Background: an optimization exercise with open tools, aiming at small area, a short achievable clock period and few clock cycles. Do not read the settings as production practice. Function was checked by simulation only, so behaviour that the tests miss may differ from the original.

## flow/constraint.sdc

```tcl
create_clock -name core_clock -period 44.0 [get_ports {clk_p_i}]
set_input_delay 8.8000 -clock core_clock [delete_from_list [all_inputs] [get_ports {clk_p_i}]]
set_output_delay 8.8000 -clock core_clock [all_outputs]
set_load 0.01 [all_outputs]
```

## flow/standard.sh

```bash
#!/bin/bash
# synth_recipe.tcl (not shown) runs the flow's synth.tcl, then flattens the netlist and writes it again
# the make line also repeats each setting of config.mk as NAME=value (left out here)
make -C /OpenROAD-flow-scripts/flow DESIGN_CONFIG=/design/flow/config.mk WORK_HOME=/design/flow/orfs CLKGATE_MAP_FILE= SYNTH_SCRIPT=/design/flow/synth_recipe.tcl "${@:-finish}"
```

## flow/config.mk

```make
export PLATFORM = sky130hd
export DESIGN_NAME = Deco
export DESIGN_NICKNAME = Deco
export VERILOG_FILES = /design/flow/design.v
export SDC_FILE = /design/flow/constraint.sdc
export NUM_CORES = 4
export LEC_CHECK = 0
export CAP_MARGIN = 20
export CORE_MARGIN = 2
export CORE_UTILIZATION = 65
export PLACE_DENSITY = 0.75
export SLEW_MARGIN = 20
```

## flow/design.v

```verilog
module Clamp13(s, y);
    input  signed [12:0] s;
    output signed [11:0] y;
    assign y = (s[12:11] == 2'b01) ? 12'sh7ff :
               (s[12:11] == 2'b10) ? 12'sh800 : s[11:0];
endmodule
module SatAdd(a, b, y);
    input  signed [11:0] a, b;
    output signed [11:0] y;
    wire   signed [12:0] s = a + b;
    Clamp13 c(s, y);
endmodule
module SatAddS(x, k, y);
    input  signed [11:0] x;
    input  signed [5:0]  k;
    output signed [11:0] y;
    wire [5:0] lo = {1'b0, x[4:0]} + {1'b0, k[4:0]};
    wire [6:0] xh = x[11:5];
    wire [6:0] xi = xh + 7'd1;
    wire [6:0] xd = xh - 7'd1;
    wire up = lo[5] & ~k[5];
    wire dn = ~lo[5] & k[5];
    wire pov = up & (xh == 7'b0111111);
    wire nov = dn & (xh == 7'b1000000);
    wire [6:0] yh = up ? xi : dn ? xd : xh;
    assign y = pov ? 12'sh7ff : nov ? 12'sh800 : {yh, lo[4:0]};
endmodule
module Gamma(A, B, x, g0, g1, g2, g3);
    input  signed [5:0]  A, B;
    input  signed [11:0] x;
    output signed [11:0] g0, g1, g2, g3;
    wire signed [11:0] xc = ~x;
    wire signed [11:0] y0, y3;
    SatAddS u1(x, A, g1);
    SatAddS u2(x, B, g2);
    SatAddS u0(xc, 6'sd1 - A, y0);
    SatAddS u3(xc, 6'sd1 - B, y3);
    wire xmin = (x == 12'sh800);
    wire signed [11:0] n0 = A[5] ? {1'b1, 6'b0, -A[4:0]} : 12'sh800;
    wire signed [11:0] n3 = B[5] ? {1'b1, 6'b0, -B[4:0]} : 12'sh800;
    assign g0 = xmin ? n0 : y0;
    assign g3 = xmin ? n3 : y3;
endmodule
module AcsF(a0, a1, a2, a3, g0, g1, g2, g3, n0, n1, n2, n3,
            f0, f1, f2, f3, f4, f5, f6, f7);
    input  signed [11:0] a0, a1, a2, a3, g0, g1, g2, g3;
    output signed [11:0] n0, n1, n2, n3;
    output signed [11:0] f0, f1, f2, f3, f4, f5, f6, f7;
    wire signed [12:0] s0 = a0 + g0, s1 = a1 + g2, s2 = a2 + g0, s3 = a3 + g2;
    wire signed [12:0] s4 = a0 + g1, s5 = a1 + g3, s6 = a2 + g1, s7 = a3 + g3;
    Clamp13 c0(s0, f0); Clamp13 c1(s1, f1); Clamp13 c2(s2, f2); Clamp13 c3(s3, f3);
    Clamp13 c4(s4, f4); Clamp13 c5(s5, f5); Clamp13 c6(s6, f6); Clamp13 c7(s7, f7);
    Clamp13 m0(s0 > s1 ? s0 : s1, n0);
    Clamp13 m1(s2 > s3 ? s2 : s3, n1);
    Clamp13 m2(s4 > s5 ? s4 : s5, n2);
    Clamp13 m3(s6 > s7 ? s6 : s7, n3);
endmodule
module FwdSums(a0, a1, a2, a3, g0, g1, g2, g3, f0, f1, f2, f3, f4, f5, f6, f7);
    input  signed [11:0] a0, a1, a2, a3, g0, g1, g2, g3;
    output signed [11:0] f0, f1, f2, f3, f4, f5, f6, f7;
    SatAdd u0(a0, g0, f0); SatAdd u1(a1, g2, f1); SatAdd u2(a2, g0, f2); SatAdd u3(a3, g2, f3);
    SatAdd u4(a0, g1, f4); SatAdd u5(a1, g3, f5); SatAdd u6(a2, g1, f6); SatAdd u7(a3, g3, f7);
endmodule
module AcsB(b0, b1, b2, b3, g0, g1, g2, g3, n0, n1, n2, n3);
    input  signed [11:0] b0, b1, b2, b3, g0, g1, g2, g3;
    output signed [11:0] n0, n1, n2, n3;
    wire signed [12:0] s0 = b0 + g0, s1 = b2 + g1, s2 = b0 + g2, s3 = b2 + g3;
    wire signed [12:0] s4 = b1 + g0, s5 = b3 + g1, s6 = b1 + g2, s7 = b3 + g3;
    Clamp13 m0(s0 > s1 ? s0 : s1, n0);
    Clamp13 m1(s2 > s3 ? s2 : s3, n1);
    Clamp13 m2(s4 > s5 ? s4 : s5, n2);
    Clamp13 m3(s6 > s7 ? s6 : s7, n3);
endmodule
module LlrMax(f0, f1, f2, f3, f4, f5, f6, f7, b0, b1, b2, b3, mp, mn);
    input  signed [11:0] f0, f1, f2, f3, f4, f5, f6, f7, b0, b1, b2, b3;
    output signed [11:0] mp, mn;
    wire signed [12:0] n0 = f0 + b0, n1 = f5 + b2, n2 = f2 + b1, n3 = f7 + b3;
    wire signed [12:0] p0 = f4 + b2, p1 = f1 + b0, p2 = f6 + b3, p3 = f3 + b1;
    wire signed [12:0] n01 = n0 > n1 ? n0 : n1, n23 = n2 > n3 ? n2 : n3;
    wire signed [12:0] p01 = p0 > p1 ? p0 : p1, p23 = p2 > p3 ? p2 : p3;
    Clamp13 cn(n01 > n23 ? n01 : n23, mn);
    Clamp13 cp(p01 > p23 ? p01 : p23, mp);
endmodule
module ExtPrep(x, s, wx, d, wd);
    input  signed [11:0] x;
    input  signed [3:0]  s;
    output signed [11:0] wx;
    output signed [5:0]  d;
    output signed [12:0] wd;
    assign wx = ~x + 12'd1;
    assign d  = -{s[3], s, 1'b0};
    assign wd = wx + d;
endmodule
module LlrExt(mp, mn, wx, d, wd, ext);
    input  signed [11:0] mp, mn, wx;
    input  signed [5:0]  d;
    input  signed [12:0] wd;
    output signed [11:0] ext;
    wire signed [12:0] df = mp - mn;
    wire signed [11:0] lc, cn;
    Clamp13 c0(df, lc);
    assign cn = mp[11] ? 12'sh800 : {1'b1, mp[10:0]};
    wire signed [11:0] llr = (mn == 12'sh800) ? cn : lc;
    wire signed [12:0] u = llr + wx;
    wire signed [13:0] y = llr + wd;
    wire signed [11:0] yc = (y > 14'sd2047) ? 12'sh7ff : (y < -14'sd2048) ? 12'sh800 : y[11:0];
    wire signed [11:0] khi = d[5] ? 12'sh7ff + d : 12'sh7ff;
    wire signed [11:0] klo = d[5] ? 12'sh800 : 12'sh800 + d;
    assign ext = (u[12:11] == 2'b01) ? khi : (u[12:11] == 2'b10) ? klo : yc;
endmodule
module Deco(
             clk_p_i,
             reset_n_i,
             data_i,
             data_o,
             start_i,
             done_o
);
    input           clk_p_i;
    input           reset_n_i;
    input   [20:0]  data_i;
    output  [4:0]   data_o;
    input           start_i;
    output          done_o;
    localparam signed [11:0] NINF = 12'sh800;
    reg  signed [3:0]  vr [0:20];           
    reg  [1:0]         rc;                  
    reg                busy, done;
    reg                d1, d2;              
    reg                p1, p2, p3, p4, p5;  
    reg  [3:0]         iter;
    reg  [4:0]         out_reg;
    reg  [4:0]         h1r;                 
    reg  signed [11:0] EC [0:4];            
    reg  signed [11:0] EN2;                 
    reg  signed [11:0] xFr, xBr;            
    reg  signed [5:0]  AZr, BZr;            
    reg  signed [5:0]  AFr, BFr, ABr, BBr;  
    reg                fst;                 
    reg  signed [11:0] GF0, GF1, GF2, GF3;  
    reg  signed [11:0] GZ0, GZ1, GZ2, GZ3;  
    reg  signed [11:0] al [0:3];            
    reg  signed [11:0] be [0:3];            
    reg  signed [11:0] b3s [0:3];           
    reg  signed [11:0] fs1r [0:7];          
    reg  signed [11:0] mpP, mnP, mpQ, mnQ;  
    reg  signed [11:0] wxP, wxQ;            
    reg  signed [5:0]  dP, dQ;
    reg  signed [12:0] wdP, wdQ;
    reg                tP2, tP3, tP4, tQ1, tQ0;  
    assign data_o = out_reg;
    assign done_o = done;
    wire signed [3:0] sy0 = vr[0];
    wire signed [3:0] sy1 = d2 ? vr[4] : vr[1];
    wire signed [3:0] sy2 = vr[2];
    wire signed [3:0] sy3 = d2 ? vr[1] : vr[3];
    wire signed [3:0] sy4 = d2 ? vr[3] : vr[4];
    wire signed [3:0] en0 = d2 ? vr[14] : vr[7];
    wire signed [3:0] en1 = d2 ? vr[15] : vr[8];
    wire signed [3:0] en2 = d2 ? vr[16] : vr[9];
    wire signed [3:0] en3 = d2 ? vr[17] : vr[10];
    wire signed [3:0] en4 = d2 ? vr[18] : vr[11];
    function signed [11:0] cN(input signed [11:0] g);
        cN = g[11] ? NINF : {1'b1, g[10:0]};
    endfunction
    wire signed [5:0] A5 = vr[5] + vr[12], B5 = vr[5] - vr[12];
    wire signed [5:0] A6 = vr[6] + vr[13], B6 = vr[6] - vr[13];
    wire signed [6:0] t1_0 = -A6 - A5, t1_1 = B5 - A6, t1_2 = B6 - A5, t1_3 = B6 + B5;
    wire signed [6:0] t2_0 = -(vr[19] + vr[20]);
    wire signed [11:0] b2_0 = d2 ? t2_0 : t1_0;
    wire signed [11:0] b2_1 = d2 ? t2_0 : t1_1;
    wire signed [11:0] b2_2 = d2 ? t2_0 : t1_2;
    wire signed [11:0] b2_3 = d2 ? t2_0 : t1_3;
    function signed [11:0] ops(input n2, input [2:0] m);
        reg signed [5:0] s, e;
        begin
            case (m)
                3'd1: begin s = n2 ? vr[4] : vr[1]; e = n2 ? vr[15] : vr[8];  end
                3'd2: begin s = vr[2];              e = n2 ? vr[16] : vr[9];  end
                3'd3: begin s = n2 ? vr[1] : vr[3]; e = n2 ? vr[17] : vr[10]; end
                default: begin s = n2 ? vr[3] : vr[4]; e = n2 ? vr[18] : vr[11]; end
            endcase
            ops = {s + e, s - e};
        end
    endfunction
    wire signed [11:0] opF = fst ? ops(1'b0, 3'd2) : {AFr, BFr};
    wire signed [11:0] opB = fst ? ops(1'b0, 3'd4) : {ABr, BBr};
    wire signed [5:0]  AF = opF[11:6], BF = opF[5:0], AB = opB[11:6], BB = opB[5:0];
    wire signed [11:0] gF0, gF1, gF2, gF3, gB0, gB1, gB2, gB3, gZ0, gZ1, gZ2, gZ3;
    Gamma uGF(AF, BF, xFr, gF0, gF1, gF2, gF3);
    Gamma uGB(AB, BB, xBr, gB0, gB1, gB2, gB3);
    Gamma uGZ(AZr, BZr, EC[0], gZ0, gZ1, gZ2, gZ3);
    wire signed [12:0] x0 = EC[0];
    wire signed [12:0] s0 = sy0;
    wire c0 = x0 < 13'sd1024 - s0;          
    wire c2 = (x0 > -13'sd1024 - s0) || (EC[0] == NINF);  
    wire c1 = x0 < -s0;                     
    wire c3 = x0 > -s0;                     
    wire signed [11:0] a1_0 = c0 ? gZ0 : cN(gZ2);
    wire signed [11:0] a1_1 = cN(c1 ? gZ0 : gZ2);
    wire signed [11:0] a1_2 = c2 ? gZ1 : cN(gZ3);
    wire signed [11:0] a1_3 = cN(c3 ? gZ1 : gZ3);
    wire signed [11:0] aN0, aN1, aN2, aN3;
    wire signed [11:0] f0, f1, f2, f3, f4, f5, f6, f7;
    AcsF uF(p2 ? a1_0 : al[0], p2 ? a1_1 : al[1], p2 ? a1_2 : al[2], p2 ? a1_3 : al[3],
            p2 ? gF0 : GF0, p2 ? gF1 : GF1, p2 ? gF2 : GF2, p2 ? gF3 : GF3,
            aN0, aN1, aN2, aN3, f0, f1, f2, f3, f4, f5, f6, f7);
    wire signed [11:0] bN0, bN1, bN2, bN3;
    AcsB uB(p1 ? b2_0 : be[0], p1 ? b2_1 : be[1], p1 ? b2_2 : be[2], p1 ? b2_3 : be[3],
            gB0, gB1, gB2, gB3, bN0, bN1, bN2, bN3);
    wire signed [11:0] pb0 = p3 ? be[0] : p4 ? b3s[0] : b2_0;
    wire signed [11:0] pb1 = p3 ? be[1] : p4 ? b3s[1] : b2_1;
    wire signed [11:0] pb2 = p3 ? be[2] : p4 ? b3s[2] : b2_2;
    wire signed [11:0] pb3 = p3 ? be[3] : p4 ? b3s[3] : b2_3;
    wire signed [11:0] e0, e1, e2, e3, e4, e5, e6, e7;
    FwdSums uPF(al[0], al[1], al[2], al[3], GF0, GF1, GF2, GF3, e0, e1, e2, e3, e4, e5, e6, e7);
    wire signed [11:0] mpPn, mnPn;
    LlrMax uP(e0, e1, e2, e3, e4, e5, e6, e7, pb0, pb1, pb2, pb3, mpPn, mnPn);
    wire signed [11:0] mpQn, mnQn;
    LlrMax uQ(p5 ? GZ0 : fs1r[0], p5 ? cN(GZ2) : fs1r[1], p5 ? cN(GZ0) : fs1r[2], p5 ? cN(GZ2) : fs1r[3],
              p5 ? GZ1 : fs1r[4], p5 ? cN(GZ3) : fs1r[5], p5 ? cN(GZ1) : fs1r[6], p5 ? cN(GZ3) : fs1r[7],
              be[0], be[1], be[2], be[3], mpQn, mnQn);
    wire signed [11:0] wxPn, wxQn;
    wire signed [5:0]  dPn, dQn;
    wire signed [12:0] wdPn, wdQn;
    ExtPrep uEP(p3 ? EC[2] : p4 ? EC[3] : EC[4], p3 ? sy2 : p4 ? sy3 : sy4, wxPn, dPn, wdPn);
    ExtPrep uEQ(p4 ? EC[1] : EC[0], p4 ? sy1 : sy0, wxQn, dQn, wdQn);
    wire signed [11:0] xP, xQ;
    LlrExt uXP(mpP, mnP, wxP, dP, wdP, xP);
    LlrExt uXQ(mpQ, mnQ, wxQ, dQ, wdQ, xQ);
    reg signed [11:0] ECn [0:4];
    integer i;
    always @(*) begin
        for (i = 0; i < 5; i = i + 1) ECn[i] = EC[i];
        if (tP3) begin if (d1) ECn[4] = xP; else ECn[1] = xP; end
        if (tQ1) begin if (d1) ECn[3] = xQ; else ECn[4] = xQ; end
        if (p5) ECn[2] = EN2;
        if (tP4) begin if (d2) ECn[1] = xP; else ECn[3] = xP; end
        if (tQ0) ECn[0] = xQ;
    end
    wire fin = busy && tP4 && d1;
    wire [4:0] h2 = {~ECn[0][11], ~ECn[1][11], ~ECn[2][11], ~ECn[3][11], ~ECn[4][11]};
    wire stop = fin && ((h1r == h2) || (iter == 4'd9));
    always @(posedge clk_p_i or negedge reset_n_i) begin
        if (!reset_n_i) begin
            rc <= 2'd0; busy <= 1'b0; d1 <= 1'b1; d2 <= 1'b0;
            p1 <= 1'b1; p2 <= 1'b0; p3 <= 1'b0; p4 <= 1'b0; p5 <= 1'b0;
            iter <= 4'd0; done <= 1'b0; out_reg <= 5'd0; fst <= 1'b0;
            tP2 <= 1'b0; tP3 <= 1'b0; tP4 <= 1'b0; tQ1 <= 1'b0; tQ0 <= 1'b0;
        end else begin
            done <= stop;
            if (stop) out_reg <= h2;
            fst <= !busy && start_i && (rc == 2'd3);
            tP2 <= busy && p3; tP3 <= busy && p4; tP4 <= busy && p5;
            tQ1 <= busy && p4; tQ0 <= busy && p5;
            if (!busy) begin
                p1 <= 1'b1; p2 <= 1'b0; p3 <= 1'b0; p4 <= 1'b0; p5 <= 1'b0;
                d1 <= 1'b1; d2 <= 1'b0; iter <= 4'd0;
                if (start_i) begin
                    rc <= rc + 2'd1;
                    if (rc == 2'd3) busy <= 1'b1;
                end else
                    rc <= 2'd0;
            end else begin
                rc <= 2'd0;
                p1 <= p5; p2 <= p1; p3 <= p2; p4 <= p3; p5 <= p4;
                if (p5) begin d1 <= ~d1; d2 <= ~d2; end
                if (fin) iter <= iter + 4'd1;
                if (stop) busy <= 1'b0;
            end
        end
    end
    always @(posedge clk_p_i) begin
        mpP <= mpPn; mnP <= mnPn; wxP <= wxPn; dP <= dPn; wdP <= wdPn;
        mpQ <= mpQn; mnQ <= mnQn; wxQ <= wxQn; dQ <= dQn; wdQ <= wdQn;
        if (!busy) begin
            for (i = 0; i < 21; i = i + 1)
                vr[i] <= {data_i[20 - i], vr[i][3:1]};
        end
        for (i = 0; i < 5; i = i + 1)
            EC[i] <= busy ? ECn[i] : 12'sd0;
        if (tP2) EN2 <= xP;
        if (d2 && p5) h1r <= {~EC[0][11], ~EC[3][11], ~EC[2][11], ~EC[4][11], ~EC[1][11]};
        xFr <= !busy ? 12'sd0 : p5 ? ECn[2] : p1 ? ECn[1] : p2 ? EC[3] : EC[4];
        xBr <= !busy ? 12'sd0 : p5 ? ECn[4] : p1 ? ECn[3] : p2 ? EC[2] : EC[1];
        if (p1) begin AZr <= sy0 + en0; BZr <= sy0 - en0; end
        {AFr, BFr} <= p5 ? ops(d1, 3'd2) : p1 ? ops(d2, 3'd1) : p2 ? ops(d2, 3'd3) : ops(d2, 3'd4);
        {ABr, BBr} <= p5 ? ops(d1, 3'd4) : p1 ? ops(d2, 3'd3) : p2 ? ops(d2, 3'd2) : ops(d2, 3'd1);
        if (p2) begin GZ0 <= gZ0; GZ1 <= gZ1; GZ2 <= gZ2; GZ3 <= gZ3; end
        if (!p2 && !p5) begin
            GF0 <= gF0; GF1 <= gF1; GF2 <= gF2; GF3 <= gF3;
        end
        al[0] <= aN0; al[1] <= aN1; al[2] <= aN2; al[3] <= aN3;
        be[0] <= bN0; be[1] <= bN1; be[2] <= bN2; be[3] <= bN3;
        if (p1) begin
            b3s[0] <= bN0; b3s[1] <= bN1; b3s[2] <= bN2; b3s[3] <= bN3;
        end
        if (p2) begin
            fs1r[0] <= f0; fs1r[1] <= f1; fs1r[2] <= f2; fs1r[3] <= f3;
            fs1r[4] <= f4; fs1r[5] <= f5; fs1r[6] <= f6; fs1r[7] <= f7;
        end
    end
endmodule
```

## flow/flow/run.sh

```bash
#!/bin/bash
set -euo pipefail
bash standard.sh SETUP_SLACK_MARGIN=33.8 "BUFFER_PORTS_ARGS=-buffer_cell sky130_fd_sc_hd__buf_2" finish > standard.log 2>&1
```

==> results of run 1 <==
layer usage:
| metal | part of all wire | track usage | routed length (um) |
|---|---|---|---|
| met1 | 0.37 | 0.582 | 103000 |
| met2 | 0.40 | 0.681 | 111000 |
| met3 | 0.14 | 0.168 | 37700 |
| met4 | 0.082 | 0.316 | 22500 |
| met5 | 0.0013 | 0.00979 | 355 |
placed cells by master (no fill, tap or decap), types with 68 or more instances in the layout:
cell type	instances
nand2_1	472
a21o_1	179
buf_4	92
mux2i_1	213
ha_1	1055
a211oi_1	80
o21ai_0	603
mux2_2	177
nand4_1	68
clkbuf_16	80
nor3_1	181
a21boi_0	83
inv_1	820
o21bai_1	70
edfxtp_1	350
a31oi_1	96
fa_1	85
maj3_1	161
xnor2_1	366
nand3_1	102
dfxtp_1	304
nor2b_1	147
nand2b_1	90
nor2_1	748
xor2_1	187
a21oi_1	672
o21a_1	117
cell type report:
type | instances | area, um^2 | share of cell area
inverter | 826 | 3110 | 0.0407
clock buffer | 104 | 2130 | 0.0279
antenna | 16 | 40.0 | 0.000525
timing repair buffer | 127 | 872 | 0.0114
tap | 1488 | 1860 | 0.0244
clock inverter | 35 | 400 | 0.00525
multi-input combinational | 6732 | 50700 | 0.665
sequential | 676 | 17200 | 0.225
worst max-delay path by stage:
| stage | start | to | depth (start not counted) | slack (ns) |
|---|---|---|---|---|
| final | out_reg[3] | data_o[3] | 1 | 34.00 |
| after detailed placement | vr[6][0] | mpP[5] | 40 | 33.96 |
| after CTS | done | done_o | 1 | 33.98 |
| after global placement | al[3][0] | mpP[1] | 42 | 34.22 |
| after global routing | GF0[0] | mnP[11] | 45 | 33.70 |
| after floorplan | p2 | al[1][2] | 24 | 34.36 |
metrics by stage:
| stage | hold slack, ns |
|---|---|
| 5_1_grt | 0.459 |
| 4_1_cts | 0.449 |
| 2_1_floorplan | 0.409 |
| 6_report | 0.451 |
| 3_5_place_dp | 0.431 |
| 3_3_place_gp | 0.418 |
cells by family (layout without fill, tap and decap cells):
kind of cell / count (synthesis) / in the layout / share of synthesized area
muxes: 398 / 398 / 0.0588
adders and majority gates: 1301 / 1301 / 0.230
xor gates and xnor gates: 557 / 557 / 0.0679
and+or+nand+nor: 2090 / 2090 / 0.136
DFF: 676 / 676 / 0.239
AOI/OAI and AO/OA: 2386 / 2386 / 0.211
other: 0 / 16 / 0
buffers and inverters: 1116 / 1092 / 0.0584
timing repair:
action                     CTS  global route
gates resized for setup      0            26
setup endpoints to repair    0            66
setup buffers                0             9
==> flow_summary.toml, run 1 <==
[place]
globalplace.congestion = 1.15
place_area_mm2 = 0.0735
portBuffers = 29
post-place-ws_ns = 33.96
hpwl_um = 226000
post-place-cells = 9835

[logic_synthesis]
syn_nets = 9688
async_reset_ff_frac = 0.0325
synth_cell_types = 108
ys_seq_area_frac = 0.239
yosys.area.top_type_share = 0.184
yosysWarningCount = 15
synth-seq-cells = 676
synth_area_mm2 = 0.0719
synth_cells = 8524
synth_commonest_cells = "1055 x ha_1, 821 x inv_1, 750 x nor2_1, 677 x a21oi_1, 613 x o21ai_0"
synth_top_flop_cell = "edfxtp_1"
synth_top_cell_by_area = "ha_1"
yosysMostFrequentCell = "ha_1"
synth.top_cells.by_area = "ha_1 18%, edfxtp_1 15%, dfxtp_1 8.5%"
synth_edf_count = 350
syn_area_per_cell_um2 = 8.43

[routing]
detail-route-antenna-nets = 0
firstDrtPassIters = 8
post_drt_via_cell_ratio = 6.73
drt_wl_total_um = 275000
vias = 67400
drtIter0Drc = 9020
post_drt_wl_per_cell_um = 27.5
drc = 0

[critical_path]
crit_path_start_kind = "flop"
worstReg2RegStart = "vr[2][1]"
arrival_ns = 1.20
ff2ff_setup_slack_ns = 34.23
worstSetupEndpointType = "primary output"
worst_path_max_delay_cell = "dfrtp_1"
critPathBufInv = 1
crit_path_cell_trace = "buf_2"
critical_path.max_fanout = 2
worstPathRequired_ns = 35.20
reg2reg_to = "al[3][1]"
slowest_delay_ns = 0.37
critical_path_class = "reg2out"
crit_family = "flip-flops"
reg2reg_depth = 36

[timing]
period_needed_ns = 10.0
slew_viol_final = 0
finalSetupViolCount = 0
fmax_ghz = 0.100
fin_skew_ns = 0.0449
tightest_slew_ns = 1.30
fin_crit_sh = 0.227
slew_headroom = 0.127
hold_viol_final = 0
finalSetupTns_ns = 0
fin_ws_ns = 34.00
rsz0062_at_grt = "yes"

[finish]
fin_area_mm2 = 0.0763
final_util = 0.692
largest_registers = "fs1r x96, vr x84, EC x60"
nets = 9603
drive_gt1_frac = 0.0654
largest-register = "fs1r"
fillers = 8767
largest_reg_flops = 96
area_growth_pct = 6.16
instances_no_fill = 10000

[flow_run]
drv_cap = 0

[clocking]
htree_levels = 3
cts_tree = "yes"
path_clk_slew_ns = 0.06
clockBufferDepth = 3
clk_latency_ns = 0.69
cts_root_buffer = "clkbuf_16"
clock-sinks = 676
numCtsBuffers = 76
ctsHoldBuffers = 0

[global_routing]
grt_remaining_overflow = 0
antenna_found_initial = 25
grt_max_degree = 95
track_usage = 0.469
first_global_vias = 62100
grt_pass1_wl_um = 394000

[floorplan]
initial_core_util = 0.652
die_width_um = 337
rows = 122
die_h_um = 337
core-area_mm2 = 0.110
dieArea_mm2 = 0.113
io-pin-count = 30

[min_path]
hold_path_depth = 0
holdCritStartpoint = "vr[8][3]"
hold_path_class = "reg2reg"
min_to = "vr[8][2]"

[status]
status = "timing/DRC/antenna clean"
Testbench counts, summed over its fixed seeds: cycles 11,298.
==> run 2, diff against run 1 <==
==> flow/run.sh (new file) <==
#!/bin/bash
# synth_recipe.tcl (not shown) runs the flow's synth.tcl, then flattens the netlist and writes it again
# the make line also repeats each setting of config.mk as NAME=value (left out here)
make -C /OpenROAD-flow-scripts/flow DESIGN_CONFIG=/design/flow/config.mk WORK_HOME=/design/flow/orfs CLKGATE_MAP_FILE= SYNTH_SCRIPT=/design/flow/synth_recipe.tcl finish
removed: flow/flow/run.sh
removed: flow/standard.sh
==> flow_summary.toml, run 2 <==
[status]
status = "timing/DRC/antenna clean"

[finish]
nets = 9595
final_cell_mix = "1055 x ha_1, 820 x inv_1, 749 x nor2_1"
final_util = 0.694
fin_area_mm2 = 0.0764
largest_registers = "fs1r x96, vr x84, EC x60"
drive_gt1_frac = 0.0605
largest-register = "fs1r"
instances_no_fill = 9996
largest_reg_flops = 96
area_growth_pct = 6.33
layout_commonest_cell = "ha_1"

[critical_path]
crit_family = "buffers and inverters"
worstSetupEndpointType = "primary output"
worstPathRequired_ns = 35.20
arrival_ns = 1.61
critical_path.max_fanout = 2
crit_path_start_kind = "flop"
worst_path_max_delay_cell = "clkdlybuf4s50_1"
critPathBufInv = 1
slowest_delay_ns = 0.55
crit_path_cell_trace = "clkdlybuf4s50_1"
critical_path_class = "reg2out"

[routing]
vias = 66900
drc = 0
post_drt_via_cell_ratio = 6.70
detail-route-antenna-nets = 0
post_drt_wl_per_cell_um = 27.1
drtIter0Drc = 8385
firstDrtPassIters = 9
drt_wl_total_um = 271000

[global_routing]
antenna_found_initial = 26
first_global_vias = 62000
grt_remaining_overflow = 0
track_usage = 0.464
grt_max_degree = 103
grt_pass1_wl_um = 390000

[logic_synthesis]
synth.top_cells.by_area = "ha_1 18%, edfxtp_1 15%, dfxtp_1 8.5%"
synth_cells = 8524
syn_nets = 9688
synth_edf_count = 350
synth_top_flop_cell = "edfxtp_1"
synth-seq-cells = 676
yosysWarningCount = 15
synth_top_cell_by_area = "ha_1"
yosys.area.top_type_share = 0.184
async_reset_ff_frac = 0.0325
synth_cell_types = 108
synth_area_mm2 = 0.0719
synth_commonest_cells = "1055 x ha_1, 821 x inv_1, 750 x nor2_1, 677 x a21oi_1, 613 x o21ai_0"
syn_area_per_cell_um2 = 8.43
yosysMostFrequentCell = "ha_1"
ys_seq_area_frac = 0.239

[timing]
fin_crit_sh = 0.237
period_needed_ns = 10.41
rsz0062_at_grt = "no"
slew_viol_final = 0
slew_headroom = 0.136
hold_viol_final = 0
tightest_slew_ns = 1.28
fmax_ghz = 0.0961
fin_skew_ns = 0.0584
finalSetupTns_ns = 0
finalSetupViolCount = 0

[place]
post-place-cells = 9839
globalplace.congestion = 1.14
portBuffers = 29
hpwl_um = 223000
place_area_mm2 = 0.0737

[floorplan]
rows = 122
core-area_mm2 = 0.110
initial_core_util = 0.652
die_h_um = 337
dieArea_mm2 = 0.113
io-pin-count = 30
die_width_um = 337

[min_path]
hold_path_class = "reg2reg"

[clocking]
clk_latency_ns = 0.71
ctsHoldBuffers = 0
path_clk_slew_ns = 0.06
post_cts_buffers = 0
clock-sinks = 676
clockBufferDepth = 3
htree_levels = 3
cts_resized = 0
cts_tree = "yes"
cts_root_buffer = "clkbuf_16"
numCtsBuffers = 76

[flow_run]
drv_cap = 0
-- run 2: cell counts after synthesis --
No cell type changed its count.
-- run 2: cell families after synthesis --
family | after synthesis | synth area share
AND/OR/NAND/NOR | 2090 | 0.136
adder cells (fa/ha/maj) | 1301 | 0.230
multiplexers | 398 | 0.0588
flip-flops | 676 | 0.239
XOR/XNOR | 557 | 0.0679
AO/OA/AOI/OAI | 2386 | 0.211
buffers and inverters | 1116 | 0.0584
-- run 2: layout make-up --
cell class / instances / area, um^2
Multi-Input combinational cell: 6732 / 50600
Clock inverter: 35 / 410
Inverter: 826 / 3110
Tap cell: 1488 / 1860
Clock buffer: 107 / 2270
Sequential cell: 676 / 17200
Fill cell: 8892 / 33800
Antenna cell: 13 / 32.5
Timing Repair Buffer: 119 / 978
-- run 2: final timing paths --
path	from	endpoint	slack (ns)	cells after the start
min in group asynchronous	reset_n_i	out_reg[2]	8.62	1
worst max register to register	vr[5][0]	mpP[4]	33.65	37
max in group asynchronous	reset_n_i	p5	34.69	1
worst min-delay path	vr[20][2]	vr[20][1]	0.45	0
worst max-delay path	out_reg[0]	data_o[0]	33.59	1
worst min register to register	vr[20][2]	vr[20][1]	0.45	0
-- run 2: worst register-to-register path: cells and delay by family, from the launching register on --
kind	cells	cell delay, ns
AOI/OAI and AO/OA	19	5.11
xor gates and xnor gates	2	0.33
adders and majority gates	6	2.07
buffers and inverters	2	0.16
DFF	1	0.39
muxes	3	0.96
and+or+nand+nor	5	1.13
-- run 2: per-layer routing --
metal / vias to the layer above / GRT usage / routed length (um)
met4: 26 / 0.315 / 22500
met2: 4078 / 0.669 / 109000
met5: - / 0 / 268
li1: 30400 / - / -
met3: 1032 / 0.162 / 36100
met1: 31400 / 0.583 / 103000
-- run 2: per-stage QoR --
stage          worst slack, ns  hold slack (ns)
6_report                 33.59            0.448
5_1_grt                  33.09            0.452
4_1_cts                  33.56            0.444
3_5_place_dp             33.91            0.433
3_3_place_gp             33.93            0.423
2_1_floorplan            34.36            0.409
==> run 3, diff against run 2 <==
--- a/flow/design.v
+++ b/flow/design.v
@@ -83,2 +83,45 @@
 endmodule
+module RGt(a, b, gt);
+    input  [12:0] a, b;
+    output        gt;
+    wire   [13:0] c;
+    assign c[0] = 1'b1;
+    genvar k;
+    generate for (k = 0; k < 13; k = k + 1) begin : g
+        assign c[k+1] = (b[k] & ~a[k]) | (b[k] & c[k]) | (~a[k] & c[k]);
+    end endgenerate
+    assign gt = b[12] ^ ~a[12] ^ c[13];      
+endmodule
+module RAdd(a, b, s);
+    parameter W = 13;
+    input  [W-1:0] a, b;
+    output [W-1:0] s;
+    wire   [W:0]   c;
+    assign c[0] = 1'b0;
+    genvar k;
+    generate for (k = 0; k < W; k = k + 1) begin : g
+        assign s[k]   = a[k] ^ b[k] ^ c[k];
+        assign c[k+1] = (a[k] & b[k]) | (a[k] & c[k]) | (b[k] & c[k]);
+    end endgenerate
+endmodule
+module LlrMaxR(f0, f1, f2, f3, f4, f5, f6, f7, b0, b1, b2, b3, mp, mn);
+    input  signed [11:0] f0, f1, f2, f3, f4, f5, f6, f7, b0, b1, b2, b3;
+    output signed [11:0] mp, mn;
+    wire signed [12:0] n0, n1, n2, n3, p0, p1, p2, p3;
+    RAdd #(13) s0({f0[11], f0}, {b0[11], b0}, n0);
+    RAdd #(13) s1({f5[11], f5}, {b2[11], b2}, n1);
+    RAdd #(13) s2({f2[11], f2}, {b1[11], b1}, n2);
+    RAdd #(13) s3({f7[11], f7}, {b3[11], b3}, n3);
+    RAdd #(13) s4({f4[11], f4}, {b2[11], b2}, p0);
+    RAdd #(13) s5({f1[11], f1}, {b0[11], b0}, p1);
+    RAdd #(13) s6({f6[11], f6}, {b3[11], b3}, p2);
+    RAdd #(13) s7({f3[11], f3}, {b1[11], b1}, p3);
+    wire g0, g1, g2, g3, g4, g5;
+    RGt c0(n0, n1, g0); RGt c1(n2, n3, g1); RGt c2(p0, p1, g2); RGt c3(p2, p3, g3);
+    wire signed [12:0] n01 = g0 ? n0 : n1, n23 = g1 ? n2 : n3;
+    wire signed [12:0] p01 = g2 ? p0 : p1, p23 = g3 ? p2 : p3;
+    RGt c4(n01, n23, g4); RGt c5(p01, p23, g5);
+    Clamp13 cn(g4 ? n01 : n23, mn);
+    Clamp13 cp(g5 ? p01 : p23, mp);
+endmodule
 module ExtPrep(x, s, wx, d, wd);
@@ -134,3 +177,2 @@
     reg  signed [11:0] EC [0:4];            
-    reg  signed [11:0] EN2;                 
     reg  signed [11:0] xFr, xBr;            
@@ -140,3 +182,2 @@
     reg  signed [11:0] GF0, GF1, GF2, GF3;  
-    reg  signed [11:0] GZ0, GZ1, GZ2, GZ3;  
     reg  signed [11:0] al [0:3];            
@@ -146,5 +187,4 @@
     reg  signed [11:0] mpP, mnP, mpQ, mnQ;  
-    reg  signed [11:0] wxP, wxQ;            
-    reg  signed [5:0]  dP, dQ;
-    reg  signed [12:0] wdP, wdQ;
+    reg  signed [11:0] xPr, xQr;            
+    reg  signed [3:0]  sPr, sQr;            
     reg                tP2, tP3, tP4, tQ1, tQ0;  
@@ -219,10 +259,9 @@
     wire signed [11:0] mpQn, mnQn;
-    LlrMax uQ(p5 ? GZ0 : fs1r[0], p5 ? cN(GZ2) : fs1r[1], p5 ? cN(GZ0) : fs1r[2], p5 ? cN(GZ2) : fs1r[3],
-              p5 ? GZ1 : fs1r[4], p5 ? cN(GZ3) : fs1r[5], p5 ? cN(GZ1) : fs1r[6], p5 ? cN(GZ3) : fs1r[7],
-              be[0], be[1], be[2], be[3], mpQn, mnQn);
-    wire signed [11:0] wxPn, wxQn;
-    wire signed [5:0]  dPn, dQn;
-    wire signed [12:0] wdPn, wdQn;
-    ExtPrep uEP(p3 ? EC[2] : p4 ? EC[3] : EC[4], p3 ? sy2 : p4 ? sy3 : sy4, wxPn, dPn, wdPn);
-    ExtPrep uEQ(p4 ? EC[1] : EC[0], p4 ? sy1 : sy0, wxQn, dQn, wdQn);
+    LlrMaxR uQ(fs1r[0], fs1r[1], fs1r[2], fs1r[3], fs1r[4], fs1r[5], fs1r[6], fs1r[7],
+               be[0], be[1], be[2], be[3], mpQn, mnQn);
+    wire signed [11:0] wxP, wxQ;
+    wire signed [5:0]  dP, dQ;
+    wire signed [12:0] wdP, wdQ;
+    ExtPrep uEP(xPr, sPr, wxP, dP, wdP);
+    ExtPrep uEQ(xQr, sQr, wxQ, dQ, wdQ);
     wire signed [11:0] xP, xQ;
@@ -236,3 +275,3 @@
         if (tQ1) begin if (d1) ECn[3] = xQ; else ECn[4] = xQ; end
-        if (p5) ECn[2] = EN2;
+        if (tP2) ECn[2] = xP;
         if (tP4) begin if (d2) ECn[1] = xP; else ECn[3] = xP; end
@@ -273,4 +312,7 @@
     always @(posedge clk_p_i) begin
-        mpP <= mpPn; mnP <= mnPn; wxP <= wxPn; dP <= dPn; wdP <= wdPn;
-        mpQ <= mpQn; mnQ <= mnQn; wxQ <= wxQn; dQ <= dQn; wdQ <= wdQn;
+        mpP <= mpPn; mnP <= mnPn; mpQ <= mpQn; mnQ <= mnQn;
+        xPr <= p3 ? EC[2] : p4 ? EC[3] : EC[4];
+        sPr <= p3 ? sy2 : p4 ? sy3 : sy4;
+        xQr <= p4 ? EC[1] : EC[0];
+        sQr <= p4 ? sy1 : sy0;
         if (!busy) begin
@@ -281,4 +323,3 @@
             EC[i] <= busy ? ECn[i] : 12'sd0;
-        if (tP2) EN2 <= xP;
-        if (d2 && p5) h1r <= {~EC[0][11], ~EC[3][11], ~EC[2][11], ~EC[4][11], ~EC[1][11]};
+        if (d2 && p2) h1r <= {~EC[0][11], ~EC[3][11], ~EC[2][11], ~EC[4][11], ~EC[1][11]};
         xFr <= !busy ? 12'sd0 : p5 ? ECn[2] : p1 ? ECn[1] : p2 ? EC[3] : EC[4];
@@ -288,3 +329,2 @@
         {ABr, BBr} <= p5 ? ops(d1, 3'd4) : p1 ? ops(d2, 3'd3) : p2 ? ops(d2, 3'd2) : ops(d2, 3'd1);
-        if (p2) begin GZ0 <= gZ0; GZ1 <= gZ1; GZ2 <= gZ2; GZ3 <= gZ3; end
         if (!p2 && !p5) begin
@@ -301,2 +341,6 @@
         end
+        if (p4) begin    
+            fs1r[0] <= gZ0;     fs1r[1] <= cN(gZ2); fs1r[2] <= cN(gZ0); fs1r[3] <= cN(gZ2);
+            fs1r[4] <= gZ1;     fs1r[5] <= cN(gZ3); fs1r[6] <= cN(gZ1); fs1r[7] <= cN(gZ3);
+        end
     end
==> flow/flow/run.sh (new file) <==
#!/bin/bash
# The standard layout, with faster port buffers: the ports' delays are fixed,
# so their buffers' delay adds straight to the achieved period.
set -euo pipefail
bash standard.sh "BUFFER_PORTS_ARGS=-buffer_cell sky130_fd_sc_hd__buf_2" finish > standard.log 2>&1
==> flow/standard.sh (new file) <==
#!/bin/bash
# synth_recipe.tcl (not shown) runs the flow's synth.tcl, then flattens the netlist and writes it again
# the make line also repeats each setting of config.mk as NAME=value (left out here)
make -C /OpenROAD-flow-scripts/flow DESIGN_CONFIG=/design/flow/config.mk WORK_HOME=/design/flow/orfs CLKGATE_MAP_FILE= SYNTH_SCRIPT=/design/flow/synth_recipe.tcl "${@:-finish}"
--- a/flow/config.mk
+++ b/flow/config.mk
@@ -7,6 +7,7 @@
 export LEC_CHECK = 0
+export ABC_AREA = 1
 export CAP_MARGIN = 20
 export CORE_MARGIN = 2
-export CORE_UTILIZATION = 65
-export PLACE_DENSITY = 0.75
+export CORE_UTILIZATION = 75
+export PLACE_DENSITY = 0.85
 export SLEW_MARGIN = 20
removed: flow/run.sh
==> flow_summary.toml, run 3 <==
[status]
status = "timing/DRC/antenna clean"

[clocking]
clk_latency_ns = 0.72
numCtsBuffers = 68
htree_levels = 3
cts_root_buffer = "clkbuf_16"
cts_tree = "yes"
post_cts_buffers = 0
ctsHoldBuffers = 0
cts_resized = 0
clockBufferDepth = 3
path_clk_slew_ns = 0.08
clock-sinks = 590

[routing]
post_drt_wl_per_cell_um = 25.6
drtIter0Drc = 12500
detail-route-antenna-nets = 0
firstDrtPassIters = 14
post_drt_via_cell_ratio = 6.72
drt_wl_total_um = 259000
vias = 68100
drc = 0

[place]
hpwl_um = 206000
post-place-cells = 9989
post-place-ws_ns = 34.33
place_area_mm2 = 0.0658
portBuffers = 29
globalplace.congestion = 1.30

[finish]
final_cell_mix = "1802 x nand2_1, 1497 x inv_1, 925 x o21ai_0"
largest_reg_flops = 96
drive_gt1_frac = 0.0337
largest-register = "fs1r"
largest_registers = "fs1r x96, vr x84, EC x60"
fin_area_mm2 = 0.0682
instances_no_fill = 10100
layout_commonest_cell = "nand2_1"
nets = 10000
area_growth_pct = 4.89

[timing]
fin_skew_ns = 0.0367
slew_viol_final = 0
period_needed_ns = 10.40
slew_headroom = 0.104
hold_slack_ns = 0.441
hold_viol_final = 0
fin_ws_ns = 33.60
fmax_ghz = 0.0962
finalSetupViolCount = 0
rsz0062_at_grt = "no"
finalSetupTns_ns = 0
fin_crit_sh = 0.236
tightest_slew_ns = 1.33

[logic_synthesis]
synth_area_mm2 = 0.0650
syn_nets = 10100
syn_area_per_cell_um2 = 7.19
synth_edf_count = 290
synth_top_flop_cell = "edfxtp_1"
synth-seq-cells = 590
ys_seq_area_frac = 0.228
yosysWarningCount = 15
synth_commonest_cells = "1803 x nand2_1, 1499 x inv_1, 934 x o21ai_0, 882 x ha_1, 787 x a21oi_1"
yosysMostFrequentCell = "nand2_1"
async_reset_ff_frac = 0.0373
synth_cells = 9037
yosys.area.top_type_share = 0.170
synth.top_cells.by_area = "ha_1 17%, edfxtp_1 13%, nand2_1 10%"
synth_cell_types = 63
synth_top_cell_by_area = "ha_1"

[critical_path]
crit_family = "compound AO/OA/AOI/OAI gates"
ff2ff_setup_slack_ns = 33.60
reg2reg_depth = 56
arrival_ns = 11.01
slowest_delay_ns = 0.56
critical_path.max_fanout = 26
crit_path_start_kind = "flop"
worstReg2RegStart = "al[1][0]"
cp_common_cell = "nand2_1"
reg2reg_to = "mnP[6]"
critPathBufInv = 5
worstSetupEndpointType = "flop"
critical_path_class = "reg2reg"
worst_path_max_delay_cell = "o31ai_1"
worstPathRequired_ns = 44.61

[floorplan]
core-area_mm2 = 0.0855
initial_core_util = 0.760
dieArea_mm2 = 0.0890
die_width_um = 298
io-pin-count = 30
rows = 107
die_h_um = 298

[min_path]
min_to = "rc[0]"
hold_path_class = "reg2reg"
hold_path_depth = 1
holdCritStartpoint = "rc[0]"

[global_routing]
first_global_vias = 63800
antenna_found_initial = 20
grt_pass1_wl_um = 382000
grt_remaining_overflow = 0
track_usage = 0.569
grt_max_degree = 80

[flow_run]
drv_cap = 0
## run 3: cell families after synthesis
family | count (synthesis) | share of synthesized area
adders and majority gates | 1071 | 0.228
xor gates and xnor gates | 437 | 0.0589
and+or+nand+nor | 2817 | 0.177
buffers and inverters | 1768 | 0.103
DFF | 590 | 0.228
muxes | 2 | 0.000308
AOI/OAI and AO/OA | 2352 | 0.204
## run 3: worst max-delay path by stage
stage	slack, ns	endpoint	startpoint	cells past startpoint
detailed placement	34.33	mnP[6]	al[1][0]	49
finish	33.60	mnP[6]	al[1][0]	56
CTS	33.97	data_o[2]	out_reg[2]	1
floorplan	34.82	data_o[0]	out_reg[0]	0
global placement	34.71	data_o[3]	out_reg[3]	1
global route	33.08	al[1][6]	vr[0][1]	44
## run 3: final cells by class
class / count / area [um^2]
flip-flops and latches: 590 / 14800
fillers: 6024 / 17400
clock buffers: 82 / 1810
diodes: 17 / 42.5
clock inverters: 44 / 472
inverters: 1514 / 5690
multi-input cells: 6679 / 43500
well taps: 1144 / 1430
repair buffers: 62 / 393
## run 3: worst register-to-register path: cells and delay by family (launching register included)
kind	cells	cell delay, ns
AO/OA/AOI/OAI	23	4.22
AND/OR/NAND/NOR	20	2.76
adder cells (fa/ha/maj)	5	1.58
buffers and inverters	5	0.87
flip-flops	1	0.51
XOR/XNOR	3	0.39
## run 3: per-stage QoR
stage	utilization
finish	0.797
global route	0.796
CTS	0.796
detailed placement	0.770
global placement	0.769
floorplan	-
## run 3: routing by layer
metal	vias to the layer above	GRT usage	part of all wire
li1	29800	-	-
met1	30600	0.647	0.32
met2	5829	0.805	0.39
met3	1873	0.247	0.17
met4	24	0.514	0.12
met5	-	0.0243	0.0015
Testbench counts of run 3, summed over its fixed seeds: cycles 11,298.
==> run 4, diff against run 3 <==
--- a/flow/config.mk
+++ b/flow/config.mk
@@ -7,7 +7,6 @@
 export LEC_CHECK = 0
-export ABC_AREA = 1
 export CAP_MARGIN = 20
 export CORE_MARGIN = 2
-export CORE_UTILIZATION = 75
-export PLACE_DENSITY = 0.85
+export CORE_UTILIZATION = 65
+export PLACE_DENSITY = 0.75
 export SLEW_MARGIN = 20
==> flow_summary.toml, run 4 <==
[finish]
largest-register = "fs1r"
layout_commonest_cell = "inv_1"
largest_registers = "fs1r x96, vr x84, EC x60"
nets = 8992
final_cell_mix = "911 x inv_1, 881 x ha_1, 680 x a21oi_1"
final_util = 0.696
largest_reg_flops = 96
drive_gt1_frac = 0.0614
area_growth_pct = 5.74
instances_no_fill = 9328

[logic_synthesis]
synth_edf_count = 290
synth_compound_area_frac = 0.215
synth_area_mm2 = 0.0672
synth_mux_area_frac = 0.0641
synth_top_family_by_area = "adder cells"
yosysWarningCount = 15
synthAdderAreaFrac = 0.241
synth_top_flop_cell = "edfxtp_1"
ys_seq_area_frac = 0.221
synth.top_cells.by_area = "ha_1 16%, edfxtp_1 13%, dfxtp_1 8.3%"
yosysMostFrequentCell = "inv_1"
synth_top_cell_by_area = "ha_1"
synth-seq-cells = 590
syn_area_per_cell_um2 = 8.39
synth_cell_types = 114
synth_cells = 8014
synth-simple-area-share = 0.124
yosys.area.top_type_share = 0.164
syn_nets = 9108
synth_commonest_cells = "911 x inv_1, 881 x ha_1, 681 x a21oi_1, 675 x nor2_1, 484 x o21ai_0"
async_reset_ff_frac = 0.0373
synth_xor_xnor_area_share = 0.0662

[routing]
post_drt_wl_per_cell_um = 27.7
vias = 62200
drc = 0
detail-route-antenna-nets = 0
drt_wl_total_um = 259000
drtIter0Drc = 8653
post_drt_via_cell_ratio = 6.67
firstDrtPassIters = 9

[critical_path]
critPathBufInv = 1
critical_path.max_fanout = 13
slowest_delay_ns = 0.93
worstSetupEndpointType = "flop"
worstPathRequired_ns = 44.62
arrival_ns = 13.14
crit_path_start_kind = "flop"
worst_path_max_delay_cell = "mux2i_1"
critical_path_class = "reg2reg"
crit_family = "compound AO/OA/AOI/OAI gates"
ff2ff_setup_slack_ns = 31.48
cp_common_cell = "a21oi_1"

[floorplan]
dieArea_mm2 = 0.106
initial_core_util = 0.658
rows = 117
io-pin-count = 30
core-area_mm2 = 0.102
die_h_um = 326
die_width_um = 326

[clocking]
path_clk_slew_ns = 0.06
cts_resized = 0
ctsHoldBuffers = 0
clock-sinks = 590
cts_root_buffer = "clkbuf_16"
post_cts_buffers = 0
htree_levels = 3
clk_latency_ns = 0.70
cts_tree = "yes"
clockBufferDepth = 3
numCtsBuffers = 67

[global_routing]
track_usage = 0.472
antenna_found_initial = 23
first_global_vias = 58200
grt_max_degree = 87
grt_pass1_wl_um = 372000
grt_remaining_overflow = 0

[timing]
finalSetupViolCount = 0
hold_viol_final = 0
rsz0062_at_grt = "no"
fin_crit_sh = 0.284
tightest_slew_ns = 1.31
period_needed_ns = 12.52
slew_headroom = 0.115
slew_viol_final = 0
fin_ws_ns = 31.48
finalSetupTns_ns = 0
fin_skew_ns = 0.0802
fmax_ghz = 0.0799

[flow_run]
drv_cap = 0

[place]
globalplace.congestion = 1.15
post-place-ws_ns = 32.08
portBuffers = 29
post-place-cells = 9195
hpwl_um = 214000

[status]
status = "timing/DRC/antenna clean"

[min_path]
hold_path_class = "reg2reg"
==> run 4: changes by cell type after synthesis, moves of 143 or more <==
cell and delta:
a21o_1 +151, inv_1 -588, mux2_2 +164, mux2i_1 +235, nand2_1 -1365, nor2_1 +171, nor2b_1 +143, o21a_1 +170
o21ai_0 -450, xnor2_1 +259, xor2_1 -192
==> run 4: cell families (layout without fill, tap and decap cells) <==
logic type,count (synthesis),count (layout)
AOI/OAI and AO/OA,2277,2277
xor gates and xnor gates,506,506
adders and majority gates,1206,1206
buffers and inverters,1222,1159
DFF,590,590
muxes,407,407
other,0,9
and+or+nand+nor,1806,1806
==> run 4: metrics by stage <==
step	area, um^2	hold slack [ns]
global route	71100	0.460
finish	71100	0.449
detailed placement	68600	0.435
floorplan	67200	0.409
global placement	68600	0.422
CTS	71000	0.444
==> run 4: worst register-to-register path, delay by kind of cell (launching register included) <==
family | cells | cell delay [ns]
muxes | 2 | 1.57
adders and majority gates | 7 | 2.31
AOI/OAI and AO/OA | 28 | 6.37
and+or+nand+nor | 11 | 1.68
DFF | 1 | 0.44
buffers and inverters | 1 | 0.10
==> run 4: area by class of cell <==
type                       count  area [um^2]
timing repair buffer         114          776
clock inverter                41          613
inverter                     923         3470
tap                         1368         1710
antenna                        9         22.5
multi-input combinational   6202        47800
clock buffer                  81         1810
sequential                   590        14800
fill                        8161        31100
==> run 4: worst paths after layout <==
check,startpoint,endpoint,cells past startpoint
max,GF2[0],mpP[6],49
min,rc[0],rc[0],1
max reg2reg,GF2[0],mpP[6],49
min reg2reg,rc[0],rc[0],1
max in group asynchronous,reset_n_i,p2,1
min in group asynchronous,reset_n_i,rc[0],1
==> run 4: per-layer routing <==
layer / GRT usage / part of all wire / up-vias
met4: 0.358 / 0.090 / 24
li1: - / - / 28000
met1: 0.591 / 0.38 / 29300
met3: 0.164 / 0.14 / 902
met2: 0.666 / 0.40 / 4006
met5: 0.0146 / 0.0016 / -
==> run 5, diff against run 4 <==
--- a/flow/config.mk
+++ b/flow/config.mk
@@ -7,2 +7,3 @@
 export LEC_CHECK = 0
+export ABC_AREA = 1
 export CAP_MARGIN = 20
==> flow_summary.toml, run 5 <==
[status]
status = "timing/DRC/antenna clean"

[critical_path]
critPathBufInv = 6
critical_path_class = "reg2reg"
cp_common_cell = "nor2_1"
worstPathRequired_ns = 44.36
slowest_delay_ns = 0.83
worst_path_max_delay_cell = "nor2_1"
worstSetupEndpointType = "flop"
arrival_ns = 10.72
crit_path_start_kind = "flop"
crit_family = "simple AND/OR/NAND/NOR gates"
critical_path.max_fanout = 23

[timing]
period_needed_ns = 10.36
fin_skew_ns = 0.0339
hold_viol_final = 0
finalSetupTns_ns = 0
slew_viol_final = 0
hold_slack_ns = 0.431
finalSetupViolCount = 0
tightest_slew_ns = 1.40
rsz0062_at_grt = "no"
slew_headroom = 0.0685
fmax_ghz = 0.0966
fin_crit_sh = 0.235

[finish]
nets = 10000
layout_commonest_cell = "nand2_1"
largest_registers = "fs1r x96, vr x84, EC x60"
fillers = 8063
regArea_mm2 = 0.0148
final_cell_mix = "1802 x nand2_1, 1497 x inv_1, 920 x o21ai_0"
largest-register = "fs1r"
multi_input_area_mm2 = 0.0435
largest_reg_flops = 96
instances_no_fill = 10300
area_growth_pct = 5.61
drive_gt1_frac = 0.0355
fin_area_mm2 = 0.0686

[clocking]
path_clk_slew_ns = 0.06
cts_root_buffer = "clkbuf_16"
clk_latency_ns = 0.69
clock-sinks = 590
htree_levels = 3
numCtsBuffers = 72
ctsHoldBuffers = 0
post_cts_buffers = 0
clockBufferDepth = 3
cts_resized = 0
cts_tree = "yes"

[routing]
drtIter0Drc = 9221
drc = 0
post_drt_wl_per_cell_um = 25.6
detail-route-antenna-nets = 0
drt_wl_total_um = 263000
vias = 65800
post_drt_via_cell_ratio = 6.40
firstDrtPassIters = 10

[logic_synthesis]
synthAdderAreaFrac = 0.228
synth_cells = 9037
synth_mux_area_frac = 0.000308
synth-simple-area-share = 0.177
ys_seq_area_frac = 0.228
synth_area_mm2 = 0.0650
yosysWarningCount = 15
synth.top_cells.by_area = "ha_1 17%, edfxtp_1 13%, nand2_1 10%"
synth_xor_xnor_area_share = 0.0589
syn_area_per_cell_um2 = 7.19
yosysMostFrequentCell = "nand2_1"
synth_compound_area_frac = 0.204
synth_top_cell_by_area = "ha_1"
synth_cell_types = 63
synth_top_family_by_area = "adder cells"
yosys.area.top_type_share = 0.170
async_reset_ff_frac = 0.0373
synth-seq-cells = 590
synth_edf_count = 290
synth_commonest_cells = "1803 x nand2_1, 1499 x inv_1, 934 x o21ai_0, 882 x ha_1, 787 x a21oi_1"
synth_top_flop_cell = "edfxtp_1"
syn_nets = 10100

[floorplan]
dieArea_mm2 = 0.103
die_width_um = 320
die_h_um = 320
rows = 115
io-pin-count = 30
core-area_mm2 = 0.0987
initial_core_util = 0.658

[place]
place_area_mm2 = 0.0661
hpwl_um = 214000
post-place-cells = 10100
globalplace.congestion = 1.19
portBuffers = 29

[global_routing]
grt_pass1_wl_um = 380000
antenna_found_initial = 17
first_global_vias = 61000
grt_remaining_overflow = 0
grt_max_degree = 97
track_usage = 0.502

[flow_run]
drv_cap = 0

[min_path]
hold_path_class = "reg2reg"
## run 5: worst paths after layout
check                          start         end  cells past startpoint  slack [ns]
max                         vr[4][0]  b3s[0][10]                     45       33.64
min                            rc[0]       rc[0]                      1        0.43
max reg2reg                 vr[4][0]  b3s[0][10]                     45       33.64
min reg2reg                    rc[0]       rc[0]                      1        0.43
max in group asynchronous  reset_n_i          p2                      1       35.56
min in group asynchronous  reset_n_i  out_reg[4]                      1        8.07
## run 5: area by class of cell
type | instances | area share
inverters | 1514 | 0.0829
diodes | 7 | 0.000255
flip-flops and latches | 590 | 0.216
well taps | 1287 | 0.0235
clock inverters | 38 | 0.00711
multi-input cells | 6679 | 0.634
clock buffers | 96 | 0.0295
repair buffers | 73 | 0.00698
## run 5: through the flow
step,setup WS (ns),utilization
finish,33.64,0.695
global route,33.09,0.695
CTS,33.95,0.695
detailed placement,34.22,0.670
global placement,34.41,0.669
floorplan,34.82,-
## run 5: cell families (layout without fill, tap and decap cells)
logic type,Yosys count,in the layout
buffers and inverters,1768,1721
other,0,7
AOI/OAI and AO/OA,2352,2352
adders and majority gates,1071,1071
xor gates and xnor gates,437,437
and+or+nand+nor,2817,2817
DFF,590,590
muxes,2,2
## run 5: worst reg2reg max path: cells and delay by family (launching register included)
kind	cells	cell delay, ns
AND/OR/NAND/NOR	19	3.62
AO/OA/AOI/OAI	13	2.67
adder cells (fa/ha/maj)	6	2.24
buffers and inverters	6	0.97
flip-flops	1	0.42
XOR/XNOR	1	0.10
## run 5: routing by layer
metal | share of wire | vias to the layer above | track usage
met4 | 0.10 | 24 | 0.413
met2 | 0.39 | 4804 | 0.715
met3 | 0.14 | 1263 | 0.180
met1 | 0.36 | 29900 | 0.606
met5 | 0.00071 | - | 0
li1 | - | 29800 | -
==> run 6, diff against run 5 <==
--- a/flow/design.v
+++ b/flow/design.v
@@ -225,2 +225,7 @@
     endfunction
+    wire signed [3:0] nsF = p5 ? vr[2] : p1 ? sy1 : p2 ? sy3 : sy4;
+    wire signed [3:0] neF = p5 ? (d1 ? vr[16] : vr[9]) : p1 ? en1 : p2 ? en3 : en4;
+    wire signed [3:0] nsB = p5 ? (d1 ? vr[3] : vr[4]) : p1 ? sy3 : p2 ? sy2 : sy1;
+    wire signed [3:0] neB = p5 ? (d1 ? vr[18] : vr[11]) : p1 ? en3 : p2 ? en2 : en1;
+    wire signed [5:0] nsF6 = nsF, neF6 = neF, nsB6 = nsB, neB6 = neB;
     wire signed [11:0] opF = fst ? ops(1'b0, 3'd2) : {AFr, BFr};
@@ -327,4 +332,4 @@
         if (p1) begin AZr <= sy0 + en0; BZr <= sy0 - en0; end
-        {AFr, BFr} <= p5 ? ops(d1, 3'd2) : p1 ? ops(d2, 3'd1) : p2 ? ops(d2, 3'd3) : ops(d2, 3'd4);
-        {ABr, BBr} <= p5 ? ops(d1, 3'd4) : p1 ? ops(d2, 3'd3) : p2 ? ops(d2, 3'd2) : ops(d2, 3'd1);
+        AFr <= nsF6 + neF6; BFr <= nsF6 - neF6;
+        ABr <= nsB6 + neB6; BBr <= nsB6 - neB6;
         if (!p2 && !p5) begin
==> flow_summary.toml, run 6 <==
[status]
status = "timing/DRC/antenna clean"

[clocking]
numCtsBuffers = 71
cts_root_buffer = "clkbuf_16"
ctsHoldBuffers = 0
clock-sinks = 590
path_clk_slew_ns = 0.06
cts_resized = 0
clk_latency_ns = 0.70
clockBufferDepth = 3
cts_tree = "yes"
htree_levels = 3
post_cts_buffers = 0

[logic_synthesis]
synth_cells = 8865
synth_top_cell_by_area = "ha_1"
async_reset_ff_frac = 0.0373
synth_top_flop_cell = "edfxtp_1"
synth.top_cells.by_area = "ha_1 17%, edfxtp_1 14%, nand2_1 10%"
synth_edf_count = 290
synth_cell_types = 69
synth_commonest_cells = "1715 x nand2_1, 1451 x inv_1, 866 x o21ai_0, 847 x ha_1, 771 x a21oi_1"
synth_area_mm2 = 0.0641
syn_nets = 9917
syn_area_per_cell_um2 = 7.23
ys_seq_area_frac = 0.231
synth-seq-cells = 590
yosysWarningCount = 15
yosysMostFrequentCell = "nand2_1"
yosys.area.top_type_share = 0.165

[min_path]
hold_path_depth = 1
hold_path_class = "reg2reg"
holdCritStartpoint = "rc[0]"
min_to = "rc[0]"

[routing]
drtIter0Drc = 9252
post_drt_wl_per_cell_um = 25.4
vias = 64700
drt_wl_total_um = 257000
detail-route-antenna-nets = 0
post_drt_via_cell_ratio = 6.39
firstDrtPassIters = 7
drc = 0

[timing]
fin_skew_ns = 0.0316
finalSetupViolCount = 0
tightest_slew_ns = 1.26
slew_viol_final = 0
fin_crit_sh = 0.238
hold_viol_final = 0
finalSetupTns_ns = 0
hold_slack_ns = 0.438
fmax_ghz = 0.0954
period_needed_ns = 10.49
slew_headroom = 0.152
rsz0062_at_grt = "no"

[place]
post-place-cells = 9977
hpwl_um = 211000
portBuffers = 29
globalplace.congestion = 1.19

[finish]
largest_reg_flops = 96
largest-register = "fs1r"
fillers = 8167
layout_commonest_cell = "nand2_1"
instances_no_fill = 10100
final_cell_mix = "1714 x nand2_1, 1448 x inv_1, 853 x o21ai_0"
regArea_mm2 = 0.0148
drive_gt1_frac = 0.0417
multi_input_area_mm2 = 0.0426
area_growth_pct = 5.52
nets = 9817
largest_registers = "fs1r x96, vr x84, EC x60"
final_util = 0.690

[critical_path]
arrival_ns = 11.02
worstPathRequired_ns = 44.53
reg2reg_depth = 48
critical_path_class = "reg2reg"
critical_path.max_fanout = 18
cp_common_cell = "nand2_1"
worstSetupEndpointType = "flop"
worst_path_max_delay_cell = "nor2_1"
slowest_delay_ns = 0.62
ff2ff_setup_slack_ns = 33.51
worstReg2RegStart = "vr[0][1]"
reg2reg_to = "al[1][4]"
crit_path_start_kind = "flop"

[global_routing]
antenna_found_initial = 11
grt_max_degree = 84
grt_remaining_overflow = 0
first_global_vias = 60700
track_usage = 0.497
grt_pass1_wl_um = 376000

[floorplan]
initial_core_util = 0.654
core-area_mm2 = 0.0980
dieArea_mm2 = 0.101
io-pin-count = 30
rows = 115
die_h_um = 318
die_width_um = 318

[flow_run]
drv_cap = 0
-- run 6: cell count changes after synthesis, sizes merged, moves of 15 or more --
| cell | before | now |
|---|---|---|
| ha | 882 | 847 |
| a21oi | 789 | 773 |
| nor2 | 504 | 528 |
| o21ai | 979 | 940 |
| inv | 1505 | 1474 |
| nand2 | 1823 | 1754 |
| o21a | 27 | 44 |
| a31oi | 51 | 66 |
-- run 6: per-stage QoR --
stage / instance area, um^2 / setup slack, ns
global route: 67600 / 32.95
finish: 67600 / 33.51
detailed placement: 65200 / 34.00
floorplan: 64100 / 34.82
global placement: 65200 / 34.26
CTS: 67600 / 33.92
-- run 6: worst max-delay path, delay by kind of cell, from the launching register on --
family | cells | cell delay [ns]
compound gates | 17 | 3.04
xor+xnor | 3 | 0.94
fa+ha+maj | 5 | 1.49
buf+inv | 8 | 1.60
flops | 1 | 0.47
simple gates | 15 | 2.76
-- run 6: worst max path at each step --
| stage | startpoint | end | slack [ns] | depth (start not counted) |
|---|---|---|---|---|
| 6_report | vr[0][1] | al[1][4] | 33.51 | 48 |
| 5_1_grt | vr[0][1] | al[3][2] | 32.95 | 48 |
| 4_1_cts | vr[0][1] | al[1][4] | 33.92 | 48 |
| 3_5_place_dp | vr[0][1] | al[1][4] | 34.00 | 48 |
| 3_3_place_gp | vr[0][1] | al[1][0] | 34.26 | 48 |
| 2_1_floorplan | out_reg[0] | data_o[0] | 34.82 | 0 |
-- run 6: final cells by class --
cell class | count | area share
multi-input cells | 6533 | 0.631
flip-flops and latches | 590 | 0.220
diodes | 3 | 0.000111
clock buffers | 93 | 0.0287
repair buffers | 80 | 0.00777
well taps | 1287 | 0.0238
inverters | 1489 | 0.0827
clock inverters | 39 | 0.00664
-- run 6: per-layer routing --
| metal | wire length [um] | track usage |
|---|---|---|
| met1 | 93700 | 0.621 |
| met2 | 101000 | 0.701 |
| met3 | 37200 | 0.165 |
| met4 | 25300 | 0.396 |
| met5 | 27 | 0.000473 |
-- run 6: cells by family after synthesis --
| group | after synthesis | synth area share |
|---|---|---|
| xor+xnor | 445 | 0.0609 |
| fa+ha+maj | 1028 | 0.222 |
| buf+inv | 1742 | 0.104 |
| simple gates | 2754 | 0.177 |
| compound gates | 2302 | 0.204 |
| flops | 590 | 0.231 |
| mux | 4 | 0.000625 |
Testbench counts of run 6, summed over its fixed seeds: cycles 11,298.

[separate check: timing with driven ports]
No port has a modelled driver above. Below, the same layouts with a new extraction and two added sets of constraints. Step 1 (the two cells are an assumption about what drives the block):
set clk [get_ports {clk_p_i}]
set_driving_cell -lib_cell sky130_fd_sc_hd__clkbuf_16 $clk
set_driving_cell -lib_cell sky130_fd_sc_hd__buf_2 [delete_from_list [all_inputs] $clk]
Step 2 adds t to the input delays and takes it off the output delays; t is the mean of the earliest and latest rising clock arrival at the registers after step 1. Input paths then give back, and output paths get back, about the clock's delay inside the block. a / b / c = no drivers / after step 1 / after step 2; a / b = the first two.
run	t, ns	slack for setup (ns)	hold WS [ns]
run 1	0.748	34.004 / 33.925 / 34.226	0.451 / 0.451 / 0.451
run 2	0.763	33.590 / 33.511 / 33.651	0.448 / 0.448 / 0.448
run 3	0.780	33.601 / 33.601 / 33.601	0.441 / 0.441 / 0.441
run 4	0.742	31.482 / 31.482 / 31.482	0.449 / 0.449 / 0.449
run 5	0.755	33.644 / 33.644 / 33.644	0.431 / 0.431 / 0.431
run 6	0.762	33.514 / 33.514 / 33.514	0.438 / 0.438 / 0.438
After both steps every run listed still meets setup and hold.
